This is an optimization exercise on Yosys and OpenROAD, whose aim is small area and a short achievable clock period, not a production implementation.
At most, simulation tests tie the RTL to the original design; equivalence was not proved.
No functional check of the RTL was part of runs 6 to 8.

==> flow/design.v <==
module FP32Adder2(
    input wire [31:0] a,  
	input wire [31:0] b,  
    output wire [31:0]S,  
    output wire Overflow
);
    wire a_sign;
    wire b_sign;
    wire [7:0] a_exp;
    wire [7:0] b_exp;
    wire [22:0] a_mantissa;
    wire [22:0] b_mantissa;
    wire [22:0] zeros;
    assign zeros = 23'b00000000000000000000000;
    assign a_sign = a[31];
    assign b_sign = b[31];
    assign a_exp  = a[30:23];
    assign b_exp  = b[30:23];
    assign a_mantissa = a[22:0];
    assign b_mantissa = b[22:0];
    wire [23:0] l_mantissa;
    wire [23:0] s_mantissa;
    wire [7:0] c_exp;
    wire l_sign;
    wire s_sign;
    wire cmp;
    assign cmp = (a_exp > b_exp || (a_exp == b_exp && a_mantissa > b_mantissa));
    assign l_mantissa = cmp ? { a_exp != 8'b00000000 , a_mantissa} :
                              { b_exp != 8'b00000000 , b_mantissa};
    assign s_mantissa = cmp ? { b_exp != 8'b00000000 , b_mantissa} >> (a_exp - b_exp) : 
                              { a_exp != 8'b00000000 , a_mantissa} >> (b_exp - a_exp);
    assign c_exp  = cmp ? a_exp : b_exp;
    assign l_sign = cmp ? a_sign : b_sign;
    assign s_sign = cmp ? b_sign : a_sign;
    wire equs;
    assign equs = l_sign ^ s_sign;
    wire [24:0] sum_man; assign sum_man = l_mantissa + s_mantissa;
    wire [22:0] ss_m;
    wire [7:0] ss_exp;
    assign ss_m   = sum_man[24] ? sum_man[23:1] : sum_man[22:0];
    assign ss_exp = sum_man[24] ? c_exp + 1 : c_exp;
    wire [24:0] sum_dif; assign sum_dif = l_mantissa - s_mantissa;
    wire [22:0] ds_m;
    wire [7:0] ds_exp_offset;
    assign ds_m = sum_dif[23] ?  sum_dif[22:0] :
                  sum_dif[22] ? {sum_dif[21:0],zeros[0   ]} :
                  sum_dif[21] ? {sum_dif[20:0],zeros[1:0 ]} :
                  sum_dif[20] ? {sum_dif[19:0],zeros[2:0 ]} :
                  sum_dif[19] ? {sum_dif[18:0],zeros[3:0 ]} :
                  sum_dif[18] ? {sum_dif[17:0],zeros[4:0 ]} :
                  sum_dif[17] ? {sum_dif[16:0],zeros[5:0 ]} :
                  sum_dif[16] ? {sum_dif[15:0],zeros[6:0 ]} :
                  sum_dif[15] ? {sum_dif[14:0],zeros[7:0 ]} :
                  sum_dif[14] ? {sum_dif[13:0],zeros[8:0 ]} :
                  sum_dif[13] ? {sum_dif[12:0],zeros[9:0 ]} :
                  sum_dif[12] ? {sum_dif[11:0],zeros[10:0]} :
                  sum_dif[11] ? {sum_dif[10:0],zeros[11:0]} :
                  sum_dif[10] ? {sum_dif[9:0 ],zeros[11:0]} :
                  sum_dif[9]  ? {sum_dif[8:0 ],zeros[12:0]} :
                  sum_dif[8]  ? {sum_dif[7:0 ],zeros[13:0]} :
                  sum_dif[7]  ? {sum_dif[6:0 ],zeros[14:0]} :
                  sum_dif[6]  ? {sum_dif[5:0 ],zeros[15:0]} :
                  sum_dif[5]  ? {sum_dif[4:0 ],zeros[16:0]} :
                  sum_dif[4]  ? {sum_dif[3:0 ],zeros[17:0]} :
                  sum_dif[3]  ? {sum_dif[2:0 ],zeros[18:0]} :
                  sum_dif[2]  ? {sum_dif[1:0 ],zeros[19:0]} :
                  sum_dif[1]  ? {sum_dif[0   ],zeros[20:0]} :
                  sum_dif[0]  ? zeros[22:0] : zeros[22:0];
    assign ds_exp_offset = 
                  sum_dif[23] ? 8'b00000000 :  
                  sum_dif[22] ? 8'b11111111 :  
                  sum_dif[21] ? 8'b11111110 :  
                  sum_dif[20] ? 8'b11111101 :  
                  sum_dif[19] ? 8'b11111100 :  
                  sum_dif[18] ? 8'b11111011 :  
                  sum_dif[17] ? 8'b11111010 :  
                  sum_dif[16] ? 8'b11111001 :  
                  sum_dif[15] ? 8'b11111000 :  
                  sum_dif[14] ? 8'b11110111 :  
                  sum_dif[13] ? 8'b11110110 :  
                  sum_dif[12] ? 8'b11110101 :  
                  sum_dif[11] ? 8'b11110100 :  
                  sum_dif[10] ? 8'b11110011 :  
                  sum_dif[9]  ? 8'b11110010 :  
                  sum_dif[8]  ? 8'b11110001 :  
                  sum_dif[7]  ? 8'b11110000 :  
                  sum_dif[6]  ? 8'b11101111 :  
                  sum_dif[5]  ? 8'b11101110 :  
                  sum_dif[4]  ? 8'b11101101 :  
                  sum_dif[3]  ? 8'b11101100 :  
                  sum_dif[2]  ? 8'b11101011 :  
                  sum_dif[1]  ? 8'b11101010 :  
                  sum_dif[0]  ? 8'b11101001 :  
                        8'b01111111; 
    wire [7:0] ds_exp;
    assign ds_exp = ds_exp_offset[7] | (!ds_exp_offset[0]) ? c_exp + ds_exp_offset : 8'b00000000;
    assign S[31]    = l_sign;
    assign S[30:23] = equs ? ds_exp : ss_exp;
    assign S[22:0]  = equs ? ds_m   : ss_m  ;
    assign Overflow = c_exp == 8'b11111111 || S[30:23] == 8'b11111111;
endmodule
module SyncFP32Adder2(
    input wire [31:0] a,
    input wire [31:0] b,
    output wire [31:0] S,
    output wire Overflow,
    input wire clk,
    input wire rst
);
    reg [31:0] in_a;
    reg [31:0] in_b;
    reg [31:0] out_S;
    reg out_Overflow;
    assign S = out_S;
    assign Overflow = out_Overflow;
    wire [31:0] temp_S;
    wire temp_Overflow;
    FP32Adder2 add(
        .a(in_a),
        .b(in_b),
        .S(temp_S),
        .Overflow(temp_Overflow)
    );
    always @(posedge clk, posedge rst) begin
        if (rst) begin
            in_a <= 32'b0;
            in_b <= 32'b0;
            out_S <= 32'b0;
            out_Overflow <= 1'b0;
        end else begin
            in_a <= a;
            in_b <= b;
            out_S <= temp_S;
            out_Overflow <= temp_Overflow;
        end
    end
endmodule
==> flow/run.sh <==
#!/bin/bash
# synth_recipe.tcl (not shown) runs the flow's synth.tcl, then flattens the netlist and writes it again
# the make line also repeats each setting of config.mk as NAME=value (left out here)
make -C /OpenROAD-flow-scripts/flow DESIGN_CONFIG=/design/flow/config.mk WORK_HOME=/design/flow/orfs CLKGATE_MAP_FILE= SYNTH_SCRIPT=/design/flow/synth_recipe.tcl finish
==> flow/config.mk <==
export PLATFORM = sky130hd
export DESIGN_NAME = SyncFP32Adder2
export DESIGN_NICKNAME = SyncFP32Adder2
export VERILOG_FILES = /design/flow/design.v
export SDC_FILE = /design/flow/constraint.sdc
export NUM_CORES = 8
export LEC_CHECK = 0
export CAP_MARGIN = 20
export CORE_MARGIN = 2
export CORE_UTILIZATION = 40
export SLEW_MARGIN = 20
==> flow/constraint.sdc <==
create_clock -name core_clock -period 9.5 [get_ports {clk}]
set_input_delay 1.9000 -clock core_clock [delete_from_list [all_inputs] [get_ports {clk}]]
set_output_delay 1.9000 -clock core_clock [all_outputs]
set_load 0.01 [all_outputs]
==> run notes, run 1 <==
Post-Synthesis Cells=1752; worst hold slack=642 ps; grt met3 use=about 4.0%; outcome=finished clean; Final Critical Period=roughly 9000 ps; Final Cycle Share=a little over nine tenths; fin. max-slew vios=0; met2 usage=49.6%; Seq cells post-synth=97; 1st-pass router iterations=5; worst r2r dst=out_Overflow$_DFF_PP0_; syn nets=1918; RSZ-0062 raised after global routing=no; Post-CTS Setup Bufs=0; Synth cell types=83; GP Congestion=0.994; Finished Cell Area=14800 um2; main combinational cell family by area after synthesis=compound AO/OA/AOI/OAI gates; maximum operating frequency=0.111 GHz; vias per cell=between 6 and 7; GRT Util Overall=30.4%; 1st-iter DRT viols=1676; initial core utilization=between 40% and 50%; largest net degree at the start of global routing=51; Post-synth EDFFs=0; Mean Syn Cell Area=between 7 and 8 um2; Setup crit start kind=flop; Critical Path End Type=flop; asr flop ratio synth=100%; FF-to-FF Start=in_a[23]$_DFF_PP0_; area share of and/or/nand/nor cells after synthesis=around 20%; Reg2Reg Depth=38; sequential share of the synthesized area=around a fifth; Layout fillers=3176; Critical Path Fanout Max=23; crit path to=out_Overflow$_DFF_PP0_; layout cells sized above 1=a little over 9%; clock skew=11.0 ps; met1 usage=38.4%; Max-cap violations=0; Die W=184 um; XOR/XNOR share of the synthesized area=4.19%; hpwl dp=between 40000 and 50000 um; Sequential Area=around 2400 um2; CTS buffer count=9; DR DRC count=0; Place WS=around 190 ps; total routed wirelength=51600 um; Syn. warnings=1; Worst Setup SP=in_a[23]$_DFF_PP0_; routed length per instance=23.4 um; CTS clk-pin slew, worst paths=70 ps; Adder-Cell Fraction of Synth Area=9.99%; Slew HR=28.4%; Final #Nets=1960; measured slew at the worst slew-check pin=1070 ps; final worst setup slack=475 ps; initial antenna violation count=0; multi-input logic area=a little under 10000 um2; CTS root buffer=clkbuf_16; Final ANT Viol Nets=0; CP required=just under 10000 ps; TritonCTS clock tree=done; core footprint=31600 um2; min-delay worst type=flop to flop; Most Crowded Layer GR=met2; Via Count=14113; Arr. time, crit path=a little over 9000 ps; full die area=33700 um2; Ant. Diodes=0; # setup viols final=0; # IOs=99; Final Hold Fails=0; post-synthesis mux area share=5.59%; I/O Buffers=98; crit path kind=flop to flop; DP Area=~14000 um2; CP max stage cell=or4_4; compound-gate portion of the synthesized area=approximately a third; r2r setup slk=470 ps; gr ovfl total=0; setup_tns=0 ps; vias in the first global route=13319; mapped cell area=between 10000 and 15000 um2; die height=184 um; first-pass GRT wire length=between 70000 and 80000 um; Max Root-Sink Buffers=2; main flop type after synthesis=dfrtp_1; area delta synth->final=14.6%; Worst-Skew Late Latency=roughly 380 ps; CTS sink count=between 90 and 100; depth of the CTS H-tree=3; row cnt=65; Slowest Stage Delay on Critical Path=580 ps
[area by class of cell]
class	count	area share, %
clock inverters	7	0.567
flip-flops and latches	97	16.4
repair buffers	167	10.2
clock buffers	9	1.52
inverters	83	2.12
multi-input cells	1436	65.8
well taps	402	3.40
[cell usage after synthesis, drive strengths merged (8+ instances only)]
cell / count / share of area [%]
nor2: 154 / 4.6
a2111oi: 9 / 0.66
a31oi: 24 / 1.2
ha: 95 / 9.2
o221ai: 9 / 0.61
a22o: 13 / 0.88
inv: 83 / 2.4
xnor2: 45 / 3.2
a211o: 17 / 1.2
or3: 13 / 0.63
mux2i: 35 / 2.7
a221oi: 32 / 2.2
clkbuf: 96 / 2.8
o21a: 11 / 0.64
mux4: 10 / 1.7
nand2: 185 / 5.4
nand2b: 17 / 0.82
a22oi: 24 / 1.4
a311oi: 10 / 0.81
a221o: 8 / 0.62
a211oi: 44 / 2.8
or4: 9 / 0.55
nor2b: 22 / 1.1
nor3: 31 / 1.3
dfrtp: 97 / 19
o22ai: 37 / 1.8
buf: 40 / 1.5
xor2: 15 / 1.0
and2: 8 / 0.39
mux2: 13 / 1.1
o21ai: 145 / 5.6
a21oi: 143 / 5.5
o21bai: 12 / 0.70
nand4: 20 / 0.97
o211ai: 29 / 1.7
or2: 15 / 0.73
a21o: 21 / 1.3
nor4: 10 / 0.58
nand3: 57 / 2.2
o31ai: 8 / 0.47
[flip-flops by register name, indices dropped and copies added, names as in the netlist]
register      flops
in_a             32
out_Overflow      1
out_S            32
in_b             32
[cells in the final DEF, fill, tap and decap left out, types with 17 or more instances in the layout]
cell,instances
xnor2_1,37
dfrtp_1,97
nor3_1,29
a211oi_1,37
buf_4,68
o211ai_1,29
inv_1,82
a21oi_1,141
clkdlybuf4s50_1,98
a22oi_1,24
nand2_1,184
nand2b_1,17
nor2_1,150
o22ai_1,37
a31oi_1,24
ha_1,95
nor2b_1,22
a221oi_1,32
a21o_1,20
o21ai_0,142
a211o_1,17
mux2i_1,35
nand3_1,57
nand4_1,20
[how the worst min path moves through the flow]
stage | start | to | slack, ps | depth (start not counted)
floorplan | in_b[31]$_DFF_PP0_ | out_S[31]$_DFF_PP0_ | 540 | 1
global placement | in_b[31]$_DFF_PP0_ | out_S[31]$_DFF_PP0_ | 630 | 1
detailed placement | in_b[31]$_DFF_PP0_ | out_S[31]$_DFF_PP0_ | 630 | 1
CTS | in_b[31]$_DFF_PP0_ | out_S[31]$_DFF_PP0_ | 650 | 1
global route | in_b[31]$_DFF_PP0_ | out_S[31]$_DFF_PP0_ | 680 | 1
finish | in_b[31]$_DFF_PP0_ | out_S[31]$_DFF_PP0_ | 640 | 1
[kinds of logic (layout without fill, tap and decap cells)]
kind of cell	Yosys count	in the layout
compound gates	660	660
xor+xnor	60	60
fa+ha+maj	100	100
buf+inv	219	266
flops	97	97
mux	58	58
simple gates	558	558
[timing repair]
item	CTS	global route
gates resized for setup	0	10
hold buffers	0	0
hold endpoints to repair	0	0
endpoints found under the setup margin	0	2
[metal layers]
metal,up-vias,routed length (um)
met3,161,3150
met5,-,0
met2,704,24000
met1,6651,21200
li1,6597,-
met4,0,3210
[worst max-delay path: cells and delay by family, from the launching register on]
kind                       cells  cell delay [ps]
AOI/OAI and AO/OA             21             4570
buffers and inverters          5              760
adders and majority gates      4             1130
DFF                            1              440
xor gates and xnor gates       1              150
and+or+nand+nor                7             1840
[through the flow]
step                utilization, %  cells
global route                  46.7   2201
finish                        46.7   2201
CTS                           46.6   2200
detailed placement            45.6   2184
global placement              45.6   2184
floorplan                        -   1752
==> run 2, diff against run 1 <==
==> flow/design.v (replaced) <==
module FP32Adder2_align(
    input  wire [31:0] a,
    input  wire [31:0] b,
    output wire        l_sign,
    output wire [7:0]  l_exp,
    output wire [22:0] l_man,
    output wire        sub,
    output wire [23:0] t_man
);
    wire gt = a[30:0] > b[30:0];
    wire [31:0] L = gt ? a : b;
    wire [31:0] T = gt ? b : a;
    wire [8:0] dab = {1'b0, a[30:23]} - {1'b0, b[30:23]};
    wire [7:0] dba = b[30:23] - a[30:23];
    wire [7:0] d = dab[8] ? dba : dab[7:0];
    wire [23:0] tfull = {|T[30:23], T[22:0]};
    assign t_man  = (|d[7:5]) ? 24'd0 : (tfull >> d[4:0]);
    assign l_sign = L[31];
    assign l_exp  = L[30:23];
    assign l_man  = L[22:0];
    assign sub    = a[31] ^ b[31];
endmodule
module FP32Adder2(
    input  wire        l_sign,
    input  wire [7:0]  l_exp,
    input  wire [22:0] l_man,
    input  wire        sub,
    input  wire [23:0] t_man,
    output wire [31:0] S,
    output wire        l_exp_max
);
    wire [23:0] lm = {|l_exp, l_man};
    wire [24:0] r = sub ? {1'b0, lm} - {1'b0, t_man} : {1'b0, lm} + {1'b0, t_man};
    reg [4:0] lz;
    integer i;
    always @* begin
        lz = 5'd24;
        for (i = 0; i < 24; i = i + 1)
            if (r[i]) lz = 23 - i;
    end
    wire zero  = ~|r[23:0];
    wire quirk = lz >= 5'd13;
    wire [4:0] sh = quirk ? lz - 5'd1 : lz;
    wire [23:0] n = r[23:0] << sh;
    wire [22:0] mant_d = {n[22] & n[23], n[21:0]};
    wire [7:0]  exp_d  = zero ? 8'd0 : l_exp - {3'd0, lz};
    wire [22:0] mant_a = r[24] ? r[23:1] : r[22:0];
    wire [7:0]  exp_a  = l_exp + {7'd0, r[24]};
    assign S = {l_sign, sub ? exp_d : exp_a, sub ? mant_d : mant_a};
    assign l_exp_max = &l_exp;
endmodule
module SyncFP32Adder2(
    input wire [31:0] a,
    input wire [31:0] b,
    output wire [31:0] S,
    output wire Overflow,
    input wire clk,
    input wire rst
);
    wire        l_sign_d, sub_d;
    wire [7:0]  l_exp_d;
    wire [22:0] l_man_d;
    wire [23:0] t_man_d;
    FP32Adder2_align align(
        .a(a), .b(b),
        .l_sign(l_sign_d), .l_exp(l_exp_d), .l_man(l_man_d),
        .sub(sub_d), .t_man(t_man_d)
    );
    reg        l_sign_q, sub_q;
    reg [7:0]  l_exp_q;
    reg [22:0] l_man_q;
    reg [23:0] t_man_q;
    wire [31:0] sum_d;
    wire        l_exp_max_d;
    FP32Adder2 add(
        .l_sign(l_sign_q), .l_exp(l_exp_q), .l_man(l_man_q),
        .sub(sub_q), .t_man(t_man_q),
        .S(sum_d), .l_exp_max(l_exp_max_d)
    );
    reg [31:0] out_S;
    reg        l_exp_max_q;
    always @(posedge clk, posedge rst) begin
        if (rst) begin
            l_sign_q    <= 1'b0;
            sub_q       <= 1'b0;
            l_exp_q     <= 8'd0;
            l_man_q     <= 23'd0;
            t_man_q     <= 24'd0;
            out_S       <= 32'd0;
            l_exp_max_q <= 1'b0;
        end else begin
            l_sign_q    <= l_sign_d;
            sub_q       <= sub_d;
            l_exp_q     <= l_exp_d;
            l_man_q     <= l_man_d;
            t_man_q     <= t_man_d;
            out_S       <= sum_d;
            l_exp_max_q <= l_exp_max_d;
        end
    end
    assign S = out_S;
    assign Overflow = l_exp_max_q | (&out_S[30:23]);
endmodule
--- a/flow/config.mk
+++ b/flow/config.mk
@@ -9,3 +9,4 @@
 export CORE_MARGIN = 2
 export CORE_UTILIZATION = 40
+export SETUP_SLACK_MARGIN = 3
 export SLEW_MARGIN = 20
==> run 2 against run 1 <==
Effect of this change:
- still clean
- clock skew is 0.81 ps higher
- wire length down 44%
- final cell count down 24%
- global-route usage shrank 8.5 points
- design area fell by 19%
- synthesized area fell by 22%
- critical path depth down 11
- via count shrank 33%
- worst setup slack improved by 2800 ps
- first-iteration DRC count decreased by 59%
==> run notes, run 2 <==
Arr. time, crit path=6480 ps; Hold-fix buffers, CTS=0; area delta synth->final=19.3%; Setup crit start kind=flop; RSZ-0062 raised after global routing=no; final worst setup slack=3270 ps; # setup viols final=0; Adder-Cell Fraction of Synth Area=9.79%; GRT Util Overall=21.9%; DR DRC count=0; TritonCTS clock tree=done; Max-cap violations=0; first-pass GRT wire length=46600 um; Ant. Diodes=0; compound-gate portion of the synthesized area=24.8%; main combinational cell family by area after synthesis=compound AO/OA/AOI/OAI gates; largest register by flop count=out_S; outcome=finished clean; vias in the first global route=approximately 9000; CTS root buffer=clkbuf_16; Finished Cell Area=12000 um2; post-synthesis mux area share=a little over an eighth; area share of and/or/nand/nor cells after synthesis=between 10% and 20%; Layout fillers=2366; Critical Path End Type=flop; I/O Buffers=98; clock skew=11.8 ps; Final #Nets=1475; Max Root-Sink Buffers=2; initial antenna violation count=0; Slew HR=roughly a third; most frequent cells in the layout=nand2_1, nor2_1, clkdlybuf4s50_1, o21ai_0, dfrtp_1; Post-synth EDFFs=0; vias per cell=5.73; # IOs=~100; die height=162 um; Cell Count, Final, Fillers Out=~1700; measured slew at the worst slew-check pin=a little under 1000 ps; Post-Synthesis Cells=1247; Largest regs=out_S x32, t_man_q x24, l_man_q x23; total routed wirelength=29100 um; CTS buffer count=9; largest net degree at the start of global routing=between 90 and 100; Critical Path Fanout Max=7; sequential share of the synthesized area=22.5%; Final Hold Fails=0; CTS clk-pin slew, worst paths=roughly 80 ps; 1st-pass router iterations=5; row cnt=57; setup_tns=0 ps; depth of the CTS H-tree=3; Final Cycle Share=roughly 66%; hpwl dp=22700 um; Die W=approximately 160 um; CP required=9750 ps; Post-synth top cells=nand2_1, nor2_1, o21ai_0; DP Area=11300 um2; layout cells sized above 1=between 10 and 15%; 1st-iter DRT viols=682; asr flop ratio synth=between 90% and 100%; Yosys top cell area share=22.5%; Largest register FFs=32; Seq cells post-synth=90; Synth cell types=85; Syn. warnings=2; Post-Place Cells=~1600; core footprint=24500 um2; CTS sink count=90; XOR/XNOR share of the synthesized area=5.51%; min-delay worst type=flop to flop; routed length per instance=17.5 um; final core occ=48.9%; Place WS=2090 ps; count leader, synth=nand2_1; synth top area cells=dfrtp_1, ha_1, mux2i_1; mapped cell area=10000 um2; fin. max-slew vios=0; maximum operating frequency=0.160 GHz; Mean Syn Cell Area=8.03 um2; GP Congestion=0.907; crit path kind=flop to flop; gr ovfl total=0; full die area=between 20000 and 30000 um2; worst hold slack=~350 ps; initial core utilization=40.9%; commonest non-fill, non-tap cell in the layout=nand2_1; Synth area leader=dfrtp_1; main flop type after synthesis=dfrtp_1; Worst-Skew Late Latency=370 ps; syn nets=1389; Final Critical Period=6230 ps; Final ANT Viol Nets=0; Via Count=9525
run 2: changes by cell type in the layout (fill, tap and decap cells not counted), sizes merged, moves of 28 or more:
cell    previous run  this run
nand2            185       150
nand3             57        28
a21oi            143        91
o21ai            145       104
nor2             154       113
mux2i             35        81
buf               69        33
a221oi            32         4
run 2: cell type report:
cell class | instances | area [um2] | share of cell area [%]
Clock inverter | 7 | 95.1 | 0.796
Timing Repair Buffer | 131 | 1240 | 10.3
Clock buffer | 9 | 225 | 1.88
Tap cell | 324 | 405 | 3.39
Multi-Input combinational cell | 1028 | 7460 | 62.4
Inverter | 73 | 275 | 2.30
Sequential cell | 90 | 2250 | 18.9
run 2: timing repair:
item                                    4_1_cts  5_1_grt
endpoints found under the setup margin       23       35
resized for setup                            16       33
hold endpoints to repair                      0        0
pin swaps                                     2       11
buffers inserted                              5       16
cloned                                        0        1
run 2: critical path: stages (launching register included):
cell	delay [ps]
dfrtp_2	440
nor4_4	340
nor3b_4	320
nand3_2	160
nor3_4	270
a21oi_1	110
xnor2_1	170
ha_2	330
a21boi_2	200
o41ai_4	320
buf_4	190
o21ai_1	110
a211oi_4	270
buf_4	180
nor2_1	50
o211ai_1	200
a31oi_4	210
ha_1	270
nor2b_2	170
nand4_1	190
a21boi_4	270
or2_4	230
mux2_2	390
mux2i_1	140
mux2i_1	130
buf_4	170
a21oi_1	160
o21ai_0	110
run 2: worst paths after layout:
| path | from | to | slack [ps] | depth (start not counted) |
|---|---|---|---|---|
| max | t_man_q[4]$_DFF_PP0_ | out_S[14]$_DFF_PP0_ | 3270 | 27 |
| min | l_sign_q$_DFF_PP0_ | out_S[31]$_DFF_PP0_ | 350 | 0 |
| max reg2reg | t_man_q[4]$_DFF_PP0_ | out_S[14]$_DFF_PP0_ | 3270 | 27 |
| min reg2reg | l_sign_q$_DFF_PP0_ | out_S[31]$_DFF_PP0_ | 350 | 0 |
| max in group asynchronous | rst | t_man_q[4]$_DFF_PP0_ | 6440 | 3 |
| min in group asynchronous | rst | out_S[27]$_DFF_PP0_ | 1760 | 2 |
run 2: per-layer routing:
| layer | GRT usage (%) | routed length (um) |
|---|---|---|
| met5 | 0 | 0 |
| met4 | 8.09 | 977 |
| met3 | 1.61 | 917 |
| met2 | 37.1 | 13700 |
| met1 | 29.4 | 13500 |
run 2: kinds of logic (layout without fill, tap and decap cells):
group	count (synthesis)	after routing
buffers and inverters	130	220
XOR/XNOR	63	63
AND/OR/NAND/NOR	411	412
multiplexers	111	111
adder cells (fa/ha/maj)	76	76
AO/OA/AOI/OAI	366	366
flip-flops	90	90
==> run 3, diff against run 2 <==
--- a/flow/config.mk
+++ b/flow/config.mk
@@ -9,4 +9,4 @@
 export CORE_MARGIN = 2
 export CORE_UTILIZATION = 40
-export SETUP_SLACK_MARGIN = 3
+export SETUP_SLACK_MARGIN = 5
 export SLEW_MARGIN = 20
==> run 3 against run 2 <==
Effect of this change:
- via count rose by 8.2%
- final cell count up 6.3%
- synthesized area is the same
- fmax rose by 6.9%
- critical endpoint is now out_S[12]$_DFF_PP0_
- largest cell class unchanged
- highest routed layer unchanged
==> run notes, run 3 <==
area share of and/or/nand/nor cells after synthesis=a little under a fifth; CTS sink count=90; main flop type after synthesis=dfrtp_1; gr ovfl total=0; Max-cap violations=0; Hold-fix buffers, CTS=0; maximum operating frequency=0.172 GHz; final core occ=58.6%; Critical Path End Type=flop; setup_tns=0 ps; row cnt=57; Reg2Reg Depth=25; full die area=~26000 um2; depth of the CTS H-tree=3; Largest register FFs=32; outcome=finished clean; core footprint=24500 um2; measured slew at the worst slew-check pin=between 900 and 1000 ps; XOR/XNOR share of the synthesized area=5.51%; syn nets=1389; crit path kind=flop to flop; initial core utilization=40.9%; Final Critical Period=5830 ps; vias per cell=between 5 and 6; synth top area cells=dfrtp_1, ha_1, mux2i_1; 1st-pass router iterations=5; clock skew=11.7 ps; fin. max-slew vios=0; area delta synth->final=43.2%; DR DRC count=0; I/O Buffers=98; RSZ-0062 raised after global routing=yes; Worst-Skew Late Latency=360 ps; Final ANT Viol Nets=0; Cell Count, Final, Fillers Out=1766; Arr. time, crit path=between 6000 and 7000 ps; die height=about 160 um; most frequent cells in the layout=nand2_1, buf_4, nor2_1, dfrtp_1, a21oi_1; min-delay worst type=flop to flop; Mean Syn Cell Area=around 8.0 um2; Final Hold Fails=0; routed length per instance=18.9 um; post-synthesis mux area share=13.5%; Critical Path Fanout Max=7; worst hold path cell count=0; largest register by flop count=out_S; Place WS=between 2000 and 3000 ps; main combinational cell family by area after synthesis=compound AO/OA/AOI/OAI gates; CP max stage cell=dfrtp_2; first-pass GRT wire length=52100 um; Synth cell types=85; GP Congestion=just over 0.9; Post-Synthesis Cells=1247; critical path depth in cells=25; sequential share of the synthesized area=22.5%; Finished Cell Area=14300 um2; GRT Util Overall=24.7%; Adder-Cell Fraction of Synth Area=9.79%; Seq cells post-synth=90; CP required=9750 ps; CTS root buffer=clkbuf_16; mapped cell area=around 10000 um2; worst hold slack=356 ps; initial antenna violation count=0; Final #Nets=1579; DP Area=11600 um2; Via Count=10307; CTS clk-pin slew, worst paths=70 ps; 1st-iter DRT viols=765; Syn. warnings=2; count leader, synth=nand2_1; compound-gate portion of the synthesized area=about a quarter; Slew HR=a little under two fifths; final worst setup slack=3670 ps; total routed wirelength=33400 um; Buf/Inv on CP=4; Post-Place Cells=1624; Max Root-Sink Buffers=2; # IOs=99; largest net degree at the start of global routing=59; Slowest Stage Delay on Critical Path=about 430 ps; Setup crit start kind=flop; # setup viols final=0; layout cells sized above 1=32.7%; Synth area leader=dfrtp_1; CTS buffer count=9; Die W=162 um; vias in the first global route=10051; Post-synth top cells=nand2_1, nor2_1, o21ai_0; CP top delay family=simple AND/OR/NAND/NOR gates; Post-synth EDFFs=0; Largest regs=out_S x32, t_man_q x24, l_man_q x23; cell mode on critical path=buf_4; Final Cycle Share=61.4%; hpwl dp=23200 um; Yosys top cell area share=22.5%; Ant. Diodes=0; commonest non-fill, non-tap cell in the layout=nand2_1; asr flop ratio synth=100%; TritonCTS clock tree=done
==> run 3: timing repair <==
item | in CTS | in global routing
buffers inserted | 80 | 36
gates resized for setup | 313 | 126
endpoints found under the setup margin | 87 | 69
pin swaps | 91 | 68
gates cloned | 7 | 3
==> run 3: final timing paths <==
kind                                      start                     to  slack (ps)
max                        t_man_q[4]$_DFF_PP0_    out_S[12]$_DFF_PP0_        3670
min                          l_sign_q$_DFF_PP0_    out_S[31]$_DFF_PP0_         360
max reg2reg                t_man_q[4]$_DFF_PP0_    out_S[12]$_DFF_PP0_        3670
min reg2reg                  l_sign_q$_DFF_PP0_    out_S[31]$_DFF_PP0_         360
max in group asynchronous                   rst   t_man_q[4]$_DFF_PP0_        6460
min in group asynchronous                   rst  l_exp_max_q$_DFF_PP0_        1900
==> run 3: metal layers <==
layer | vias to the layer above | share of wire (%) | wire length, um | track usage [%]
li1 | 4929 | - | - | -
met1 | 4905 | 43 | 14200 | 31.7
met2 | 363 | 48 | 16200 | 42.2
met3 | 110 | 4.6 | 1540 | 2.45
met4 | 0 | 4.5 | 1500 | 10.7
met5 | - | 0 | 0 | 0
==> run 3: logic make-up after synthesis <==
logic type,Yosys count
simple gates,411
compound gates,366
mux,111
flops,90
fa+ha+maj,76
buf+inv,130
xor+xnor,63
==> run 3: final cells by class <==
type	instances	area (um2)
multi-input combinational	1030	8790
timing repair buffer	233	2270
clock inverter	6	96.3
inverter	73	300
clock buffer	10	229
fill	2115	10100
sequential	90	2260
tap	324	405
==> run 4, diff against run 3 <==
--- a/flow/config.mk
+++ b/flow/config.mk
@@ -6,7 +6,8 @@
 export NUM_CORES = 8
 export LEC_CHECK = 0
+export ABC_AREA = 1
 export CAP_MARGIN = 20
 export CORE_MARGIN = 2
 export CORE_UTILIZATION = 40
-export SETUP_SLACK_MARGIN = 5
+export SETUP_SLACK_MARGIN = 3
 export SLEW_MARGIN = 20
==> run 4 against run 3 <==
Effect of this change:
- non-clock buffer count decreased by 112
- worst setup slack got worse by 300 ps
- largest cell class unchanged
- critical path depth increased by 12
- final cell count increased by 11%
- sequential share of layout area increased by 3.6 points
==> run notes, run 4 <==
Finished Cell Area=11700 um2; DP Area=11100 um2; measured slew at the worst slew-check pin=about 870 ps; maximum operating frequency=roughly 0.16 GHz; GP Congestion=0.968; cell mode on critical path=nand2_1; setup_tns=0 ps; min-delay worst type=flop to flop; Yosys top cell area share=22.8%; Slowest Stage Delay on Critical Path=~480 ps; top sig layer=met4; vias per cell=5.30; CP max stage cell=or4_1; CTS root buffer=clkbuf_16; Max-cap violations=0; CTS clk-pin slew, worst paths=around 70 ps; initial antenna violation count=1; Slew HR=41.6%; core footprint=~24000 um2; I/O Buffers=98; RSZ-0062 raised after global routing=yes; Worst-Skew Late Latency=roughly 360 ps; gr ovfl total=0; # setup viols final=0; Post-Place Cells=1925; Seq cells post-synth=90; most frequent cells in the layout=nand2_1, inv_1, nand3_1, o21ai_0, clkdlybuf4s50_1; total routed wirelength=32100 um; Synth area leader=dfrtp_1; wire length on met1=15300 um; main flop type after synthesis=dfrtp_1; layout cells sized above 1=8.20%; full die area=26000 um2; Final Cycle Share=64.5%; count leader, synth=nand2_1; outcome=finished clean; syn nets=around 1700; mapped cell area=9900 um2; Final Hold Fails=0; Critical Path End Type=flop; largest register by flop count=out_S; largest net degree at the start of global routing=56; # IOs=99; Largest regs=out_S x32, t_man_q x24, l_man_q x23; Critical Path Fanout Max=7; Syn. warnings=2; TritonCTS clock tree=done; initial core utilization=40.7%; DR DRC count=0; met2 WL=roughly 15000 um; Largest register FFs=32; Final #Nets=1771; Final ANT Viol Nets=0; Mean Syn Cell Area=roughly 6.4 um2; Arr. time, crit path=6390 ps; Place WS=between 2000 and 2500 ps; Final Critical Period=about 6100 ps; crit path kind=flop to flop; vias in the first global route=9867; 1st-pass router iterations=7; final worst setup slack=3370 ps; Synth cell types=slightly below 60; Cell Count, Final, Fillers Out=1958; CP required=9760 ps; clock skew=a little under 9 ps; sequential share of the synthesized area=22.8%; Max Root-Sink Buffers=2; die height=roughly 160 um; CTS buffer count=9; Via Count=between 10000 and 15000; Post-Synthesis Cells=1549; area delta synth->final=17.9%; Ant. Diodes=0; fin. max-slew vios=0; synth top area cells=dfrtp_1, nand2_1, ha_1; Post-synth top cells=nand2_1, inv_1, nand3_1; Setup crit start kind=flop; commonest non-fill, non-tap cell in the layout=nand2_1; worst hold slack=354 ps; met3 routed WL=1500 um; GRT Util Overall=about a quarter; Die W=161 um; row cnt=57; CTS sink count=90; Post-synth EDFFs=0; hpwl dp=around 26000 um; asr flop ratio synth=between 90% and 100%; routed length per instance=16.4 um; 1st-iter DRT viols=around 730; first-pass GRT wire length=51400 um; depth of the CTS H-tree=3
## run 4: final timing paths
check                      slack [ps]  cells past startpoint            startpoint                    end
setup / recovery                 3370                     37  t_man_q[1]$_DFF_PP0_    out_S[22]$_DFF_PP0_
hold / removal                    350                      0    l_sign_q$_DFF_PP0_    out_S[31]$_DFF_PP0_
setup reg to reg                 3370                     37  t_man_q[1]$_DFF_PP0_    out_S[22]$_DFF_PP0_
hold reg to reg                   350                      0    l_sign_q$_DFF_PP0_    out_S[31]$_DFF_PP0_
max in group asynchronous        6440                      3                   rst  t_man_q[22]$_DFF_PP0_
min in group asynchronous        1910                      2                   rst    out_S[31]$_DFF_PP0_
## run 4: per-layer routing
layer	vias up	global-route usage, %
li1	5258	-
met3	42	4.29
met1	4777	34.4
met2	310	40.2
met4	0	7.18
met5	-	0
## run 4: what timing repair did
action                                  CTS  global route
pin swaps                                 2             5
cloned                                    2             0
hold buffers                              0             0
buffers inserted                          9             6
endpoints found under the setup margin   23            32
resized for setup                         9            20
## run 4: worst max-delay path: cells and delay by family (launching register included)
family	cells	cell delay [ps]
simple gates	21	2700
compound gates	4	980
buf+inv	7	790
fa+ha+maj	3	740
xor+xnor	2	400
flops	1	390
## run 4: logic make-up (layout without fill, tap and decap cells)
family,Yosys count,count (layout),share of synthesized area (%)
compound gates,287,288,16.5
xor+xnor,48,48,4.89
fa+ha+maj,76,76,9.91
buf+inv,250,334,10.1
flops,90,90,22.8
mux,5,5,0.506
simple gates,793,793,35.4
## run 4: layout make-up
type	instances	area, um2
inverters	196	741
repair inverters	1	7.51
fillers	2569	12600
clock buffers	10	229
flip-flops and latches	90	2250
well taps	324	405
clock inverters	6	97.6
multi-input cells	1210	6780
repair buffers	121	1160
## run 4: through the flow
step,utilization (%)
6_report,48.0
5_1_grt,48.0
4_1_cts,47.4
3_5_place_dp,45.6
3_3_place_gp,45.6
2_1_floorplan,-
==> run 5, diff against run 4 <==
--- a/flow/config.mk
+++ b/flow/config.mk
@@ -6,8 +6,6 @@
 export NUM_CORES = 8
 export LEC_CHECK = 0
-export ABC_AREA = 1
 export CAP_MARGIN = 20
 export CORE_MARGIN = 2
 export CORE_UTILIZATION = 40
-export SETUP_SLACK_MARGIN = 3
 export SLEW_MARGIN = 20
==> run 5 against run 4 <==
Effect of this change:
- still clean on timing, DRC and antenna
- wire length decreased by 11%
- clock skew increased by 2.2 ps
- first-iteration DRC count decreased by 9.7%
- sequential share of layout area increased by 0.13 points
- worst hold slack got worse by 4.1 ps
- fmax decreased by 21%
- clock-buffer cell count decreased by 1
- critical endpoint unchanged
==> run notes, run 5 <==
Critical Path Fanout Max=19; setup_tns=0 ps; Post-Place Cells=between 1500 and 2000; TritonCTS clock tree=done; maximum operating frequency=0.130 GHz; GP Congestion=0.907; total routed wirelength=~29000 um; GRT Util Overall=a little over a fifth; initial core utilization=between 40% and 50%; sequential share of the synthesized area=between 20% and 30%; Largest regs=out_S x32, t_man_q x24, l_man_q x23; Final Hold Fails=0; Max Root-Sink Buffers=2; synth top area cells=dfrtp_1, ha_1, mux2i_1; RSZ-0062 raised after global routing=no; Slew HR=35.4%; Post-Synthesis Cells=1247; row cnt=57; Hold-fix buffers, CTS=0; gr ovfl total=0; vias per cell=5.75; Cell Count, Final, Fillers Out=1640; Final #Nets=about 1500; initial antenna violation count=0; die height=~160 um; Die W=162 um; vias in the first global route=8911; CTS clk-pin slew, worst paths=~80 ps; Post-synth EDFFs=0; Yosys top cell area share=22.5%; I/O Buffers=98; Ant. Diodes=0; area delta synth->final=15.8%; # setup viols final=0; clock skew=11.0 ps; hpwl dp=22700 um; Worst-Skew Late Latency=about 360 ps; Post-CTS Setup Bufs=0; routed length per instance=~17 um; mapped cell area=about 10000 um2; crit path to=out_S[22]$_DFF_PP0_; Final ANT Viol Nets=0; depth of the CTS H-tree=3; Synth area leader=dfrtp_1; Worst Setup SP=t_man_q[5]$_DFF_PP0_; Layout fillers=about 2400; FF-to-FF Start=t_man_q[5]$_DFF_PP0_; 1st-pass router iterations=5; Max-cap violations=0; Critical Path End Type=flop; Reg2Reg Depth=24; asr flop ratio synth=100%; Seq cells post-synth=90; syn nets=about 1400; worst r2r dst=out_S[22]$_DFF_PP0_; fin. max-slew vios=0; 1st-iter DRT viols=661; Largest register FFs=32; cts repair resizes=0; min-delay worst type=flop to flop; commonest non-fill, non-tap cell in the layout=nand2_1; main flop type after synthesis=dfrtp_1; Final Cycle Share=roughly four fifths; CTS root buffer=clkbuf_16; Syn. warnings=2; first-pass GRT wire length=about 46000 um; DR DRC count=0; core footprint=approximately 24000 um2; measured slew at the worst slew-check pin=961 ps; Arr. time, crit path=7980 ps; count leader, synth=nand2_1; CP required=9760 ps; largest net degree at the start of global routing=between 90 and 100; r2r setup slk=1780 ps; Mean Syn Cell Area=between 8 and 9 um2; Final Critical Period=7720 ps; largest register by flop count=out_S; full die area=26300 um2; layout cells sized above 1=just under 7%; Via Count=~9400; CTS sink count=90; crit path kind=flop to flop; Synth cell types=85; Setup crit start kind=flop; CTS buffer count=9; most frequent cells in the layout=nand2_1, nor2_1, clkdlybuf4s50_1, o21ai_0, dfrtp_1; outcome=finished clean; Post-synth top cells=nand2_1, nor2_1, o21ai_0; # IOs=99
run 5: cell types whose count changed after synthesis, sizes merged, moves of 15 or more:
cell    previous run  this run
a211oi             3        24
a21o               2        26
and2               2        17
inv              192        73
mux2i              5        81
mux4               0        17
nand2            485       150
nand3            154        28
nor2              86       113
o21ai            146       104
xnor2             13        44
xor2              35        19
run 5: kinds of logic (layout without fill, tap and decap cells):
logic type	Yosys count	after routing	share of synthesized area, %
multiplexers	111	111	13.5
buffers and inverters	130	199	5.21
AND/OR/NAND/NOR	411	411	18.8
flip-flops	90	90	22.5
AO/OA/AOI/OAI	366	366	24.8
adder cells (fa/ha/maj)	76	76	9.79
XOR/XNOR	63	63	5.51
run 5: area by class of cell:
| type | instances | area, um2 | share of cell area [%] |
|---|---|---|---|
| clock inverter | 7 | 95.1 | 0.820 |
| tap | 324 | 405 | 3.50 |
| sequential | 90 | 2250 | 19.4 |
| multi-input combinational | 1027 | 7270 | 62.7 |
| timing repair buffer | 110 | 1070 | 9.23 |
| inverter | 73 | 275 | 2.37 |
| clock buffer | 9 | 225 | 1.94 |
run 5: per-layer routing:
metal / global-route usage (%) / vias up / part of all wire (%)
met2: 37.1 / 229 / 47
li1: - / 4663 / -
met3: 1.63 / 43 / 2.8
met1: 29.4 / 4488 / 47
met5: 0 / - / 0
met4: 7.24 / 0 / 2.5
run 5: worst min-delay path by stage:
stage                        from  depth (start not counted)             endpoint  slack (ps)
3_5_place_dp   l_sign_q$_DFF_PP0_                          0  out_S[31]$_DFF_PP0_         330
3_3_place_gp   l_sign_q$_DFF_PP0_                          0  out_S[31]$_DFF_PP0_         330
2_1_floorplan  l_sign_q$_DFF_PP0_                          0  out_S[31]$_DFF_PP0_         330
6_report       l_sign_q$_DFF_PP0_                          0  out_S[31]$_DFF_PP0_         350
4_1_cts        l_sign_q$_DFF_PP0_                          0  out_S[31]$_DFF_PP0_         350
5_1_grt        l_sign_q$_DFF_PP0_                          0  out_S[31]$_DFF_PP0_         380
run 5: stage by stage:
step                utilization, %  hold WS (ps)  cell area [um2]  worst slack (ps)
CTS                           47.4           350            11600              1960
floorplan                        -           331            10000              3450
detailed placement            46.1           335            11300              2090
global route                  47.4           377            11600              1210
finish                        47.4           350            11600              1780
global placement              46.1           332            11300              2340
run 5: critical path, cell delays in order, from the launching register on:
cell and delay [ps]:
dfrtp_1 410, nor4_1 450, nor3b_1 510, nand3_1 190, nor3_1 500, a21oi_1 170, xnor2_1 160, ha_1 360
a21boi_2 220, o41ai_4 380, o21ai_0 200, a211oi_2 470, nand4b_1 250, o21ai_0 150, or2_1 340, ha_1 230
nor2b_1 220, nand4_1 200, a21boi_4 270, or2_1 680, mux2i_1 360, a21oi_1 140, mux2i_1 320, a21oi_1 120
o32ai_1 310
==> run 6, diff against run 5 <==
--- a/flow/design.v
+++ b/flow/design.v
@@ -8,12 +8,15 @@
     output wire [23:0] t_man
 );
-    wire gt = a[30:0] > b[30:0];
-    wire [31:0] L = gt ? a : b;
-    wire [31:0] T = gt ? b : a;
-    wire [8:0] dab = {1'b0, a[30:23]} - {1'b0, b[30:23]};
-    wire [7:0] dba = b[30:23] - a[30:23];
-    wire [7:0] d = dab[8] ? dba : dab[7:0];
-    wire [23:0] tfull = {|T[30:23], T[22:0]};
-    assign t_man  = (|d[7:5]) ? 24'd0 : (tfull >> d[4:0]);
+    wire [7:0] ea = a[30:23];
+    wire [7:0] eb = b[30:23];
+    wire [8:0] y  = {1'b0, ea} + {1'b0, ~eb};    
+    wire       c  = y[8];
+    wire [7:0] d  = c ? y[7:0] + 8'd1 : ~y[7:0];  
+    wire [31:0] L = c ? a : b;
+    wire [31:0] T = c ? b : a;
+    wire       th = c ? |eb : |ea;
+    wire [23:0] tfull = {th, T[22:0]};
+    wire       far = |d[7:5] | (d[4] & d[3]);
+    assign t_man  = far ? 24'd0 : (tfull >> d[4:0]);
     assign l_sign = L[31];
     assign l_exp  = L[30:23];
@@ -30,23 +33,61 @@
     output wire        l_exp_max
 );
-    wire [23:0] lm = {|l_exp, l_man};
-    wire [24:0] r = sub ? {1'b0, lm} - {1'b0, t_man} : {1'b0, lm} + {1'b0, t_man};
-    reg [4:0] lz;
+    wire [23:0] A = {|l_exp, l_man};
+    wire [23:0] B = t_man ^ {24{sub}};
+    wire [23:0] p0 = A ^ B;
+    wire [23:0] g0 = A & B;
+    wire [23:0] G, P;
+    prefix24 pt(.g(g0), .p(p0), .G(G), .P(P));
+    wire        c2  = G[23];
+    wire        cin = sub & c2;
+    wire        inv = sub & ~c2;
+    wire [23:0] k   = {G[22:0] | (P[22:0] & {23{cin}}), cin};
+    wire [24:0] r   = {c2 & ~sub, p0 ^ k ^ {24{inv}}};
+    wire        zero = ~|r[23:0];
+    wire [23:0] w = {r[23:12], r[11] | r[10], r[9:0], 1'b0};
+    reg [4:0] sh;
     integer i;
     always @* begin
-        lz = 5'd24;
+        sh = 5'd24;
         for (i = 0; i < 24; i = i + 1)
-            if (r[i]) lz = 23 - i;
+            if (w[i]) sh = 23 - i;
     end
-    wire zero  = ~|r[23:0];
-    wire quirk = lz >= 5'd13;
-    wire [4:0] sh = quirk ? lz - 5'd1 : lz;
+    wire q = ~|r[23:11];
     wire [23:0] n = r[23:0] << sh;
     wire [22:0] mant_d = {n[22] & n[23], n[21:0]};
-    wire [7:0]  exp_d  = zero ? 8'd0 : l_exp - {3'd0, lz};
+    wire [7:0]  exp_d  = zero ? 8'd0 : l_exp - {3'd0, sh} - {7'd0, q};
     wire [22:0] mant_a = r[24] ? r[23:1] : r[22:0];
     wire [7:0]  exp_a  = l_exp + {7'd0, r[24]};
-    assign S = {l_sign, sub ? exp_d : exp_a, sub ? mant_d : mant_a};
+    wire        sign   = l_sign ^ (sub & ~c2 & ~zero);
+    assign S = {sign, sub ? exp_d : exp_a, sub ? mant_d : mant_a};
     assign l_exp_max = &l_exp;
+endmodule
+module prefix24(
+    input  wire [23:0] g,
+    input  wire [23:0] p,
+    output wire [23:0] G,
+    output wire [23:0] P
+);
+    wire [23:0] gl [0:5];
+    wire [23:0] pl [0:5];
+    assign gl[0] = g;
+    assign pl[0] = p;
+    genvar l, i;
+    generate
+        for (l = 0; l < 5; l = l + 1) begin : lv
+            for (i = 0; i < 24; i = i + 1) begin : bt
+                if ((i >> l) & 1) begin : m
+                    localparam integer J = ((i >> l) << l) - 1;
+                    assign gl[l+1][i] = gl[l][i] | (pl[l][i] & gl[l][J]);
+                    assign pl[l+1][i] = pl[l][i] & pl[l][J];
+                end else begin : t
+                    assign gl[l+1][i] = gl[l][i];
+                    assign pl[l+1][i] = pl[l][i];
+                end
+            end
+        end
+    endgenerate
+    assign G = gl[5];
+    assign P = pl[5];
 endmodule
 module SyncFP32Adder2(
--- a/flow/config.mk
+++ b/flow/config.mk
@@ -9,3 +9,4 @@
 export CORE_MARGIN = 2
 export CORE_UTILIZATION = 40
+export SETUP_SLACK_MARGIN = 3
 export SLEW_MARGIN = 20
==> run 6 against run 5 <==
Effect of this change:
- still clean
- synthesized area down 1.3%
- synthesized cell count down 4.4%
- wire length up 10%
- die area down 1.3%
- worst hold slack better by 89 ps
- design area up 6.8%
- fmax up 23%
- register-to-register slack better by 1500 ps
- via count down 0.20%
- critical endpoint is now out_S[29]$_DFF_PP0_
==> run notes, run 6 <==
Largest register FFs=32; Post-synth EDFFs=0; measured slew at the worst slew-check pin=820 ps; Layout fillers=2289; clock skew=between 8 and 9 ps; Worst-Skew Late Latency=350 ps; RSZ-0062 raised after global routing=yes; CTS root buffer=clkbuf_16; initial core utilization=40.6%; commonest non-fill, non-tap cell in the layout=nor2_1; core footprint=24300 um2; met3 routed WL=about 1500 um; routed length per instance=19.6 um; depth of the CTS H-tree=3; Syn. warnings=3; setup_tns=0 ps; layout cells sized above 1=19.5%; CP required=between 9000 and 10000 ps; Final Hold Fails=0; largest register by flop count=out_S; GRT Util Overall=23.3%; outcome=finished clean; Final ANT Viol Nets=0; 1st-pass router iterations=5; count leader, synth=nor2_1; Hold-fix buffers, CTS=0; GP Congestion=0.931; fin. max-slew vios=0; initial antenna violation count=0; # IOs=99; crit path kind=flop to flop; min-delay worst type=flop to flop; Worst Hold Endpoint=out_S[31]$_DFF_PP0_; CP max stage cell=dfrtp_4; Max-cap violations=0; hpwl dp=23700 um; worst hold path cell count=1; Post-Synthesis Cells=1192; Setup crit start kind=flop; DR DRC count=0; 1st-iter DRT viols=516; Final Critical Period=6260 ps; maximum operating frequency=0.160 GHz; gr ovfl total=0; FF-to-FF Start=sub_q$_DFF_PP0_; vias per cell=5.85; Final Cycle Share=65.9%; CTS sink count=90; Ant. Diodes=0; Reg2Reg Depth=27; Critical Path Fanout Max=12; Max Root-Sink Buffers=2; Synth cell types=~100; Slew HR=44.9%; full die area=26000 um2; largest net degree at the start of global routing=slightly above 70; Post-synth top cells=nor2_1, nand2_1, mux2i_1; Mean Syn Cell Area=8.29 um2; first-pass GRT wire length=48400 um; most frequent cells in the layout=nor2_1, mux2i_1, clkdlybuf4s50_1, nand2_1, dfrtp_1; Final #Nets=roughly 1400; sequential share of the synthesized area=22.8%; total routed wirelength=31500 um; top sig layer=met4; Cell Count, Final, Fillers Out=1607; Die W=around 160 um; Largest regs=out_S x32, t_man_q x24, l_man_q x23; main flop type after synthesis=dfrtp_1; I/O Buffers=98; Critical Path End Type=flop; syn nets=1305; Slowest Stage Delay on Critical Path=510 ps; met2 WL=15500 um; row cnt=57; # setup viols final=0; wire length on met1=13400 um; synth top area cells=dfrtp_1, mux2i_1, ha_1; Seq cells post-synth=90; Hold Crit Start=l_sign_q$_DFF_PP0_; Arr. time, crit path=approximately 6500 ps; asr flop ratio synth=100%; r2r setup slk=3240 ps; CTS clk-pin slew, worst paths=70 ps; Yosys top cell area share=about 23%; area delta synth->final=25.3%; TritonCTS clock tree=done; Via Count=approximately 9400; worst r2r dst=out_S[29]$_DFF_PP0_; mapped cell area=9880 um2; die height=161 um; CTS buffer count=9; Post-Place Cells=1555; vias in the first global route=9025; Synth area leader=dfrtp_1
[run 6: how the worst max path moves through the flow]
stage | startpoint | to | slack, ps | cells past startpoint
floorplan | sub_q$_DFF_PP0_ | out_S[29]$_DFF_PP0_ | 3100 | 29
global placement | sub_q$_DFF_PP0_ | out_S[29]$_DFF_PP0_ | 2290 | 25
detailed placement | sub_q$_DFF_PP0_ | out_S[29]$_DFF_PP0_ | 2120 | 25
CTS | sub_q$_DFF_PP0_ | out_S[29]$_DFF_PP0_ | 2980 | 28
global route | sub_q$_DFF_PP0_ | out_S[29]$_DFF_PP0_ | 2900 | 26
finish | sub_q$_DFF_PP0_ | out_S[29]$_DFF_PP0_ | 3240 | 27
[run 6: logic make-up after synthesis]
| group | after synthesis | share of synthesized area (%) |
|---|---|---|
| xor+xnor | 86 | 7.77 |
| mux | 145 | 15.5 |
| buf+inv | 117 | 5.10 |
| simple gates | 381 | 19.1 |
| compound gates | 326 | 23.6 |
| flops | 90 | 22.8 |
| fa+ha+maj | 47 | 6.10 |
[run 6: worst max-delay path, delay by kind of cell (launching register included)]
kind,cells,cell delay (ps)
AND/OR/NAND/NOR,9,1930
adder cells (fa/ha/maj),4,1130
buffers and inverters,2,230
flip-flops,1,510
XOR/XNOR,3,460
AO/OA/AOI/OAI,9,1910
[run 6: metal layers]
metal  GRT usage [%]  vias to the layer above
met5               0                        -
met4            8.36                        0
met3            3.03                       74
met2            40.9                      328
met1            29.5                     4434
li1                -                     4568
[run 6: cell type report]
type	instances	area (um2)	share of cell area [%]
Multi-Input combinational cell	988	7930	64.0
Sequential cell	90	2260	18.2
Clock inverter	5	40.0	0.323
Inverter	48	181	1.47
Tap cell	324	405	3.27
Timing Repair Buffer	141	1340	10.8
Clock buffer	11	233	1.88
[run 6: what timing repair did]
action / in CTS / in global routing
resized for setup: 73 / 67
cloned: 0 / 3
buffers inserted: 13 / 20
setup endpoints to repair: 10 / 29
pin swaps: 13 / 24
[run 6: metrics by stage]
stage                     cell area [um2]  hold WS, ps  utilization (%)  setup slack [ps]
after detailed placement            11100          432             45.5              2120
after floorplan                      9910          425                -              3100
after CTS                           11800          441             48.7              2980
after global placement              11100          430             45.5              2290
final                               12400          439             50.9              3240
after global routing                12400          478             50.9              2900
==> run 7, diff against run 6 <==
--- a/flow/config.mk
+++ b/flow/config.mk
@@ -9,4 +9,3 @@
 export CORE_MARGIN = 2
 export CORE_UTILIZATION = 40
-export SETUP_SLACK_MARGIN = 3
 export SLEW_MARGIN = 20
==> run 7 against run 6 <==
Effect of this change:
- critical path type unchanged
- clock skew up 6.6 ps
- sequential cell count did not move
- fmax down 16%
- non-clock buffer count shrank 32
- still clean on timing, DRC and antenna
- synthesized cell count unchanged
- worst setup slack lost 1200 ps
- wire length fell by 6.1%
- register-to-register slack lost 1200 ps
- synthesized area is the same
- design area down 8.4%
==> run notes, run 7 <==
gr ovfl total=0; Seq cells post-synth=90; Syn. warnings=3; first-pass GRT wire length=47300 um; Die W=161 um; Sequential Area=~2300 um2; Reg2Reg Depth=26; maximum operating frequency=0.135 GHz; setup_tns=0 ps; largest net degree at the start of global routing=72; hpwl dp=23400 um; Yosys top cell area share=22.8%; 1st-iter DRT viols=668; Mean Syn Cell Area=8.29 um2; final worst setup slack=2070 ps; vias in the first global route=8792; multi-input logic area=between 7000 and 8000 um2; row cnt=57; Worst-Skew Late Latency=360 ps; Post-synth top cells=nor2_1, nand2_1, mux2i_1; total routed wirelength=29600 um; sequential share of the synthesized area=around 23%; min-delay worst type=flop to flop; Final Critical Period=7430 ps; CTS clk-pin slew, worst paths=~60 ps; core footprint=about 24000 um2; measured slew at the worst slew-check pin=995 ps; Layout fillers=about 2400; # IOs=99; worst hold path cell count=1; CP required=9770 ps; Final Cycle Share=about four fifths; RSZ-0062 raised after global routing=no; Hold-fix buffers, CTS=0; Ant. Diodes=0; count leader, synth=nor2_1; GP Congestion=0.967; Largest regs=out_S x32, t_man_q x24, l_man_q x23; syn nets=1305; Synth cell types=104; outcome=finished clean; routed length per instance=18.8 um; clock skew=14.8 ps; full die area=26000 um2; Final #Nets=1356; TritonCTS clock tree=done; area delta synth->final=14.7%; Final ANT Viol Nets=0; I/O Buffers=just under 100; mapped cell area=9880 um2; Place WS=2070 ps; initial antenna violation count=0; Arr. time, crit path=slightly below 8000 ps; # setup viols final=0; synth top area cells=dfrtp_1, mux2i_1, ha_1; depth of the CTS H-tree=3; Max-cap violations=0; fin. max-slew vios=0; Synth area leader=dfrtp_1; Max Root-Sink Buffers=2; vias per cell=between 5 and 6; Post-CTS Setup Bufs=0; CTS sink count=90; Setup crit start kind=flop; Largest register FFs=32; Via Count=9050; 1st-pass router iterations=5; CTS root buffer=clkbuf_16; layout cells sized above 1=10.6%; die height=around 160 um; Post-Synthesis Cells=1192; most frequent cells in the layout=nor2_1, nand2_1, mux2i_1, clkdlybuf4s50_1, dfrtp_1; CTS buffer count=9; Critical Path Fanout Max=29; asr flop ratio synth=100%; Critical Path End Type=flop; cts repair resizes=0; commonest non-fill, non-tap cell in the layout=nor2_1; main flop type after synthesis=dfrtp_1; Slew HR=approximately a third; Final Hold Fails=0; initial core utilization=40.6%; GRT Util Overall=a little under a quarter; Post-synth EDFFs=0; crit path kind=flop to flop; largest register by flop count=out_S; DR DRC count=0
[run 7: cell counts after synthesis]
Identical to the previous run, type by type.
[run 7: path summary, 6_finish.rpt]
path / from / endpoint / slack [ps]
min reg2reg: l_sign_q$_DFF_PP0_ / out_S[31]$_DFF_PP0_ / 440
max reg2reg: sub_q$_DFF_PP0_ / out_S[29]$_DFF_PP0_ / 2070
min in group asynchronous: rst / out_S[26]$_DFF_PP0_ / 1900
max in group asynchronous: rst / sub_q$_DFF_PP0_ / 6530
max: sub_q$_DFF_PP0_ / out_S[29]$_DFF_PP0_ / 2070
min: l_sign_q$_DFF_PP0_ / out_S[31]$_DFF_PP0_ / 440
[run 7: stage by stage]
step | util [%] | std cells | instance area (um2) | hold WS (ps)
finish | 46.6 | 1572 | 11300 | 441
detailed placement | 45.5 | 1556 | 11100 | 439
CTS | 46.6 | 1572 | 11300 | 448
floorplan | - | 1192 | 9880 | 425
global placement | 45.5 | 1556 | 11100 | 433
global route | 46.6 | 1572 | 11300 | 461
[run 7: final cells by class]
cell class              instances  share of cell area (%)
clock buffers                  12                    2.17
clock inverters                 4                   0.309
repair buffers                109                    9.38
flip-flops and latches         90                    19.9
inverters                      48                    1.60
multi-input cells             985                    63.1
well taps                     324                    3.57
[run 7: logic make-up after synthesis]
group / share of synthesized area [%]
simple gates: 19.1
compound gates: 23.6
mux: 15.5
buf+inv: 5.10
flops: 22.8
xor+xnor: 7.77
fa+ha+maj: 6.10
[run 7: routing by layer]
layer	global-route usage, %	part of all wire [%]	up-vias	routed length [um]
li1	-	-	4468	-
met1	29.3	44	4199	13000
met2	38.5	47	320	14000
met3	3.11	4.8	63	1430
met4	9.42	3.8	0	1120
met5	0	0	-	0
[run 7: worst max-delay path, stage by stage (launching register included)]
cell and delay, ps:
dfrtp_2 830, xor2_1 150, ha_1 450, a21oi_1 290, o21ai_1 140, a21o_1 300
o21ai_2 450, nand2_2 450, xnor2_1 260, xnor2_1 670, a31oi_1 120, o311ai_1 320
o21ai_1 140, nand2_1 80, buf_4 310, xnor2_1 130, ha_1 320, ha_1 200
or2_2 320, fa_1 420, nand2b_1 160, a21oi_1 240, o21bai_1 90, a21oi_1 170
xor2_1 150, nand3_1 80, o21ai_0 90
==> run 8, diff against run 7 <==
--- a/flow/config.mk
+++ b/flow/config.mk
@@ -6,6 +6,8 @@
 export NUM_CORES = 8
 export LEC_CHECK = 0
+export ABC_AREA = 1
 export CAP_MARGIN = 20
 export CORE_MARGIN = 2
 export CORE_UTILIZATION = 40
+export SETUP_SLACK_MARGIN = 3
 export SLEW_MARGIN = 20
==> run 8 against run 7 <==
Effect of this change:
- fmax grew 18%
- largest cell class unchanged
- clock-buffer cell count shrank 1
- worst setup slack gained 1100 ps
==> run notes, run 8 <==
Setup crit start kind=flop; vias in the first global route=7958; main flop type after synthesis=dfrtp_1; Mean Syn Cell Area=about 6.5 um2; RSZ-0062 raised after global routing=yes; Final ANT Viol Nets=0; min-delay worst type=flop to flop; Reg2Reg Depth=47; CP required=9720 ps; depth of the CTS H-tree=3; # IOs=99; FF-to-FF Start=sub_q$_DFF_PP0_; Critical Path Fanout Max=8; Die W=~150 um; vias per cell=5.20; outcome=finished clean; syn nets=1435; maximum operating frequency=0.159 GHz; largest register by flop count=out_S; Post-Place Cells=1650; Arr. time, crit path=6500 ps; Post-synth EDFFs=0; Seq cells post-synth=90; 1st-pass router iterations=6; Ant. Diodes=0; Max-cap violations=0; GP Congestion=0.947; Place WS=2150 ps; worst r2r dst=out_S[29]$_DFF_PP0_; commonest non-fill, non-tap cell in the layout=nand2_1; # setup viols final=0; mapped cell area=8650 um2; Slowest Stage Delay on Critical Path=580 ps; Cell Count, Final, Fillers Out=1746; most frequent cells in the layout=nand2_1, inv_1, o21ai_0, nand3_1, clkdlybuf4s50_1; GRT Util Overall=22.5%; Finished Cell Area=11300 um2; Yosys top cell area share=26.0%; total routed wirelength=around 27000 um; final worst setup slack=around 3200 ps; r2r setup slk=around 3200 ps; Largest register FFs=32; CTS buffer count=9; initial core utilization=40.9%; Syn. warnings=3; Post-synth top cells=nand2_1, inv_1, nand3_1; clock skew=between 8 and 9 ps; routed length per instance=around 15 um; Slew HR=22.7%; worst hold path cell count=1; largest net degree at the start of global routing=slightly above 70; Critical Path End Type=flop; CTS root buffer=clkbuf_16; CTS clk-pin slew, worst paths=70 ps; DP Area=9780 um2; Hold Crit Start=l_sign_q$_DFF_PP0_; synth top area cells=dfrtp_1, nand2_1, ha_1; core footprint=~21000 um2; CP max stage cell=dfrtp_4; initial antenna violation count=1; sequential share of the synthesized area=26.0%; Post-Synthesis Cells=roughly 1300; fin. max-slew vios=0; count leader, synth=nand2_1; Final Hold Fails=0; I/O Buffers=98; Synth area leader=dfrtp_1; TritonCTS clock tree=done; first-pass GRT wire length=40400 um; row cnt=53; Synth cell types=between 50 and 60; Final Critical Period=6290 ps; gr ovfl total=0; area delta synth->final=30.5%; Worst-Skew Late Latency=350 ps; DR DRC count=0; crit path kind=flop to flop; cell mode on critical path=nand2_4; Final Cycle Share=about two thirds; full die area=22800 um2; 1st-iter DRT viols=just over 800; Via Count=9086; hpwl dp=roughly 20000 um; Largest regs=out_S x32, t_man_q x24, l_man_q x23; asr flop ratio synth=100%; Final #Nets=between 1500 and 2000; die height=151 um; worst hold slack=466 ps; measured slew at the worst slew-check pin=1150 ps; Max Root-Sink Buffers=2; Worst Hold Endpoint=out_S[31]$_DFF_PP0_; CTS sink count=90; setup_tns=0 ps; layout cells sized above 1=16.0%
-- run 8: how the worst max path moves through the flow --
stage | startpoint | endpoint | slack [ps] | depth (start not counted)
after global routing | sub_q$_DFF_PP0_ | out_S[29]$_DFF_PP0_ | 2820 | 49
after CTS | sub_q$_DFF_PP0_ | out_S[29]$_DFF_PP0_ | 2870 | 42
after global placement | sub_q$_DFF_PP0_ | out_S[29]$_DFF_PP0_ | 2330 | 53
final | sub_q$_DFF_PP0_ | out_S[29]$_DFF_PP0_ | 3210 | 47
after floorplan | sub_q$_DFF_PP0_ | out_S[29]$_DFF_PP0_ | 3390 | 47
after detailed placement | sub_q$_DFF_PP0_ | out_S[29]$_DFF_PP0_ | 2150 | 53
-- run 8: kinds of logic (layout without fill, tap and decap cells) --
| kind of cell | Yosys count | count (layout) | synth area share (%) |
|---|---|---|---|
| adders and majority gates | 47 | 47 | 6.97 |
| muxes | 3 | 3 | 0.347 |
| DFF | 90 | 90 | 26.0 |
| AOI/OAI and AO/OA | 228 | 228 | 15.9 |
| buffers and inverters | 226 | 373 | 10.4 |
| xor gates and xnor gates | 75 | 75 | 7.86 |
| and+or+nand+nor | 653 | 655 | 32.5 |
-- run 8: what timing repair did --
action / in CTS / in global routing
buffers inserted: 1 / 75
gates cloned: 1 / 3
endpoints found under the setup margin: 7 / 7
hold buffers: 0 / 0
gates resized for setup: 3 / 110
pin swaps: 1 / 70
-- run 8: per-stage QoR --
step                      utilization, %
final                               53.4
after global routing                53.4
after detailed placement            46.3
after CTS                           47.9
after global placement              46.3
after floorplan                        -
-- run 8: layout make-up --
cell class	count	area, um2
Clock inverter	5	60.1
Multi-Input combinational cell	1008	6000
Sequential cell	90	2260
Fill cell	1997	9870
Inverter	174	672
Clock buffer	11	243
Timing Repair Buffer	183	1710
Tap cell	275	344
-- run 8: layer usage --
metal  vias up  track usage [%]  share of wire (%)
met5         -                0                  0
met4         0             8.36                3.4
met3        66             2.47                5.1
met2       319             36.3                 46
met1      4122             31.1                 45
li1       4579                -                  -
-- run 8: worst max-delay path: cells and delay by family (launching register included) --
| kind | cells | cell delay, ps |
|---|---|---|
| AND/OR/NAND/NOR | 26 | 2360 |
| flip-flops | 1 | 580 |
| adder cells (fa/ha/maj) | 4 | 1190 |
| buffers and inverters | 8 | 630 |
| AO/OA/AOI/OAI | 6 | 880 |
| XOR/XNOR | 3 | 470 |

-- afterwards: timing with drivers on the ports --
How much do the figures lean on ideal ports? The routed layouts below were timed once more, with nothing changed but the port constraints.
Step 1 assumes that a clkbuf_16 drives the clock port and a buf_2 every other input.
Step 2 also shifts input and output timing later by t, the mid clock arrival at the registers, as if the neighbouring blocks saw the same clock.
Three values: ideal, step 1, step 2; two values: the first two.
| run | t (ns) | slack for setup (ns) | latest minus earliest clock arrival (ns) | worst register clock-pin slew, ns | worst slew at a driven data input, ns |
|---|---|---|---|---|---|
| run 1 | 0.428 | 0.475 / 0.475 / 0.475 | 0.012 / 0.012 | 0.07 / 0.07 | 0.05 |
| run 2 | 0.406 | 3.268 / 3.268 / 2.964 | 0.012 / 0.011 | 0.08 / 0.08 | 0.04 |
| run 3 | 0.402 | 3.669 / 3.669 / 3.669 | 0.012 / 0.012 | 0.07 / 0.07 | 0.06 |
| run 4 | 0.406 | 3.368 / 3.368 / 3.242 | 0.008 / 0.009 | 0.07 / 0.07 | 0.05 |
| run 5 | 0.402 | 1.783 / 1.783 / 1.783 | 0.011 / 0.011 | 0.08 / 0.08 | 0.04 |
| run 6 | 0.398 | 3.242 / 3.242 / 3.083 | 0.009 / 0.009 | 0.07 / 0.07 | 0.04 |
| run 7 | 0.399 | 2.072 / 2.072 / 2.072 | 0.014 / 0.015 | 0.07 / 0.07 | 0.04 |
| run 8 | 0.396 | 3.211 / 3.211 / 3.154 | 0.008 / 0.009 | 0.07 / 0.07 | 0.04 |
After both steps setup and hold are still met in every run listed. The setup slack of run 2, which loses most, moves by 0.000 ns with the drivers and by -0.304 ns with both steps.
